Context: an optimization exercise on an open-source flow, tuned for small area. The choices shown serve that exercise and are no tape-out recipe.
Only simulation tests tie the RTL to the original design; equivalence was not proved.

==> flow/design.v, too long to show whole: its modules and the start of the top module <==
// module rca: 17 lines
// module boothmul: 1946 lines
// module Branch_ALU: 99 lines
// module sadcsa: 1024 lines
// module Controller: 1541 lines
// module absd: 8 lines
// module TopLevel: 318 lines
module TopLevel(Clk, Rst, v0, v1, imem_addr, imem_data, dmem_addr, dmem_wdata, dmem_we, dmem_re, dmem_rdata, sad_re, sad_addr, sad_rdata);
  // ...
==> flow/flow/run.sh <==
#!/bin/bash
# The standard layout (the standard.sh: standard synthesis, floorplan,
# placement, CTS, routing, finish) with two layout choices changed:
#  - the port buffers are the smallest buffer cell (buf_1) instead of the
#    resizer's default pick; every port still gets its own buffer;
#  - CTS builds the tree from clkbuf_16 with larger sink clusters and inserts
#    no dummy balancing loads.
# The make output goes to standard_flow.log; ORFS keeps each step's log
# under orfs/logs.
set -euo pipefail
export BUFFER_PORTS_ARGS="-buffer_cell sky130_fd_sc_hd__buf_1"
export CTS_ARGS="-sink_clustering_enable -repair_clock_nets -buf_list sky130_fd_sc_hd__clkbuf_16 -sink_clustering_size 30 -sink_clustering_max_diameter 80 -dont_use_dummy_load"
bash standard.sh finish > standard_flow.log 2>&1
==> flow/standard.sh <==
#!/bin/bash
# synth_recipe.tcl (not shown) runs the flow's synth.tcl, then flattens the netlist and writes it again
# the make line also repeats each setting of config.mk as NAME=value (left out here)
make -C /OpenROAD-flow-scripts/flow DESIGN_CONFIG=/design/flow/config.mk WORK_HOME=/design/flow/orfs CLKGATE_MAP_FILE= SYNTH_SCRIPT=/design/flow/synth_recipe.tcl "${@:-finish}"
==> flow/config.mk <==
export PLATFORM = sky130hd
export DESIGN_NAME = TopLevel
export DESIGN_NICKNAME = TopLevel
export VERILOG_FILES = /design/flow/design.v
export SDC_FILE = /design/flow/constraint.sdc
export NUM_CORES = 4
export LEC_CHECK = 0
export ABC_AREA = 1
export CAP_MARGIN = 35
export CORE_MARGIN = 2
export CORE_UTILIZATION = 40
export PLACE_DENSITY = 0.55
export SLEW_MARGIN = 30
==> flow/constraint.sdc <==
create_clock -name core_clock -period 20.0 [get_ports {Clk}]
set_input_delay 4.0000 -clock core_clock [delete_from_list [all_inputs] [get_ports {Clk}]]
set_output_delay 4.0000 -clock core_clock [all_outputs]
set_load 0.01 [all_outputs]
==> out/metrics.cfg, run 1 <==
[status]
status=no timing/DRC/antenna violations

[final_layout]
num-fill-cells=44700
nets=22800
stdcell_count=26200
largest_register_ffs=1024
final_util_pct=43.0
multi_input_area_share_pct=51.4
drive_above_1_share_pct=4.17
area_dominant_class=multi-input gates
seq-cell-share_pct=35.5

[grt]
grt_util_all_layers_pct=34.6
grt_overflow=0

[synthesis]
synth_area_sq_mm=0.181
avgSynthCellArea_sq_um=8.92

[sta]
fin_skew_ps=121
period_share_pct=96.9
timing.hold.ws_ps=284

[critical_path]
timing.rr.start=Fr[0][0]
crit_required_ps=20840
reg2reg_to=sp_1a[1]

[drt]
wl_mm=821
remaining_drc_errors=0

[cts]
cts.path.max_buffers=4

[die]
initial_core_util_pct=40.1

[placement]
dp_slack_ps=263

==> run 2, diff against run 1 <==
--- a/flow/config.mk
+++ b/flow/config.mk
@@ -8,6 +8,6 @@
 export ABC_AREA = 1
 export CAP_MARGIN = 35
 export CORE_MARGIN = 2
-export CORE_UTILIZATION = 40
-export PLACE_DENSITY = 0.55
+export CORE_UTILIZATION = 50
+export PLACE_DENSITY = 0.62
 export SLEW_MARGIN = 30
==> run 2 against run 1 <==
  * Critical path depth unchanged
  * Non-clock buffer count increased by 17
  * Via count increased by 0.97%
  * Die area decreased by 20%
  * Maximum frequency increased by 0.24%
  * Register-to-register slack improved by 50 ps
  * Critical path type unchanged
  * Clock skew increased by 56 ps
  * Final area decreased by 0.88%
  * Still clean on timing, DRC and antenna
  * Core utilization increased by 10 points
==> out/metrics.cfg, run 2 <==
[placement]
portBuffers=941
place_congestion=1.09
post-place-cells=24800
placed_area_sq_mm=0.188
dp_hpwl_mm=567

[critical_path]
worstSetupPathType=reg -> reg
max_stage_delay_ps=650
rrSetupSlack_ps=660
worst_path_max_delay_cell=fa_2
r2r_cells=46
reg2reg_to=sp_1a[1]
cp_data_arrival_time_ps=20170
timing.rr.start=Fr[0][0]
critPathMaxFanout=3
cpMostUsedCell=fa_1
cp-end-kind=register
crit_required_ps=20830  ; about the same
crit_path_start_kind=register
critPathLaunch=Fr[0][0]

[final_layout]
final_util_pct=53.3  ; +10 points
reg_top3=rf x1024, Fr x512, Wr x512
seq_area_sq_mm=0.0689
largest_register_ffs=1024  ; unchanged
syn_to_final_growth_pct=6.35
drive_above_1_share_pct=4.13  ; -0.036 points
num-fill-cells=33600  ; -25%
design_area_sq_mm=0.193
nets=22800  ; +0.026%
final_cell_mix=nor2_1 (3,577), o21ai_0 (2,560), dfxtp_1 (1,887)
final_common_cell=nor2_1
largest-register=rf
multiInputGateArea_sq_mm=0.100
stdcell_count=25100  ; -4.5%

[cts]
cts.path.max_buffers=4  ; unchanged
clk_latency_ps=990
h-tree-depth=4
cts_buffers=156
cts_root_buf=clkbuf_16
clk_pin_slew_ps=100
cts.sinks=2928
cts-hold-fix-buffers=0
cts_tree=done

[die]
die_area_sq_mm=0.367
row_count=221
die_height_microns=606
initial_core_util_pct=50.1  ; +10 points
core_area_sq_mm=0.361
boundaryPins=942
die_x_microns=606

[drt]
ant_nets=0
drtIter0Drc=23600
wl_mm=786  ; -4.2%
vias_per_cell=6.22
num_vias=156000
top_layer=met5
wl_met1_mm=288
wl_met2_mm=330
dr.pass1.iters=9
remaining_drc_errors=0  ; unchanged
routedWlPerCell_microns=31.4
wl_met3_mm=100

[synthesis]
synth_area_sq_mm=0.181  ; unchanged
synth_common_cells=nor2_1 (3,582), o21ai_0 (2,570), dfxtp_1 (1,903)
synth_ff_type=dfxtp_1
synth-edff-count=1025
ys_seq_elements=2928
yosysMostFrequentCell=nor2_1
ys_types=63
yosys_warnings=7
synth_top_cell_by_area=dfxtp_1
ys_seq_area_share_pct=38.0
yosys-top-cells-area=dfxtp_1 (21%), fa_1 (17%), edfxtp_1 (17%), nor2_1 (7.4%), o21ai_0 (7.1%)
synthArstFlopShare_pct=0
synth_nets=22900
syn_inst=20300
avgSynthCellArea_sq_um=8.92  ; unchanged
synth.top_cell.area_share_pct=21.0

[sta]
period_share_pct=96.7  ; -0.24 points
hold_viol=0
fin_skew_ps=178  ; +56.1 ps
timing.slew.headroom_pct=19.0
setup_tns_ps=0
rsz0062_at_grt=false
setup_viol=0
max_freq_ghz=0.0517
tightest_slew_ps=1210
final_max_slew_viol_count=0
finalCriticalPeriod_ps=19340

[hold_path]
holdPathEnd=ds_1[0]
hp-class=reg -> reg
hold_path_startpoint=ds_M[0]
whs_path_depth=0

[flow_run]
maxCapViolCount=0

[grt]
grt_overflow=0  ; unchanged
grt_max_degree=255
grt_util_all_layers_pct=41.9  ; +7.2 points
grt_pass1_vias=146000
grt_pass1_wl_mm=1100
antenna_found_initial=71

[status]
status=no timing/DRC/antenna violations

## run 2: layout make-up
class | instances | share of cell area (%)
Clock buffer | 156 | 2.03
Inverter | 1710 | 3.36
Tap cell | 4794 | 3.11
Timing Repair Buffer | 1381 | 3.77
Antenna cell | 38 | 0.0494
Multi-Input combinational cell | 14000 | 51.9
Sequential cell | 2928 | 35.8
## run 2: kinds of logic (layout without fill, tap and decap cells)
| logic type | after synthesis | after routing | share of synthesized area, % |
|---|---|---|---|
| buffers and inverters | 3327 | 3247 | 7.19 |
| and+or+nand+nor | 5733 | 5733 | 12.5 |
| other | 0 | 38 | 0 |
| adders and majority gates | 2018 | 2018 | 20.4 |
| DFF | 2928 | 2928 | 38.0 |
| AOI/OAI and AO/OA | 5024 | 5024 | 15.7 |
| xor gates and xnor gates | 1254 | 1254 | 6.06 |
| muxes | 15 | 15 | 0.0836 |
## run 2: how the worst max path moves through the flow
stage	end	depth (start not counted)	slack [ps]
CTS	sp_1a[1]	46	200
detailed placement	sp_1a[1]	46	230
finish	sp_1a[1]	46	660
global route	sp_1a[1]	47	6
floorplan	sp_1a[1]	48	770
global placement	sp_1a[1]	46	290
## run 2: per-layer routing
layer,global-route usage [%],vias to the layer above
li1,-,66900
met1,53.8,75900
met2,61.2,10800
met3,12.0,2106
met4,28.4,46
met5,0.562,-
## run 2: per-stage QoR
step / hold WS (ps) / setup slack, ps
floorplan: 310 / 775
global route: 244 / 5.99
finish: 232 / 663
detailed placement: 312 / 229
CTS: 226 / 202
global placement: 311 / 287
## run 2: critical path: cells and delay by family (launching register included)
kind                     cells  cell delay [ps]
XOR/XNOR                     1              170
adder cells (fa/ha/maj)     40            18480
buffers and inverters        5              260
flip-flops                   1              320
## run 2: timing repair
item / in CTS / in global routing
endpoints found under the setup margin: 0 / 7
setup buffers: 0 / 0
gates resized for setup: 0 / 5

[static timing again, ports no longer ideal]
The results above use ideal ports. As a check the final layouts listed here were re-extracted and re-timed, cells and wires unchanged.
Step 1 assumes that a clkbuf_16 drives the clock port and a buf_2 every other input.
Step 2 times the ports against the registers' clock, not the clock port: input delays grow and output delays shrink by t, the midpoint of the rising clock arrivals with the driver on.
Three values: ideal ports, drivers, drivers and shift; two values: the first two.
run	t, ns	setup slack, ns	worst setup path after step 2	clock arrival spread, ns	pins driven straight from the clock port
run 1	1.075	0.616 / 0.616 / 0.616	register to register	0.124 / 0.124	1
run 2	1.027	0.663 / 0.663 / 0.663	register to register	0.177 / 0.178	1
After both steps every run listed still meets setup and hold.
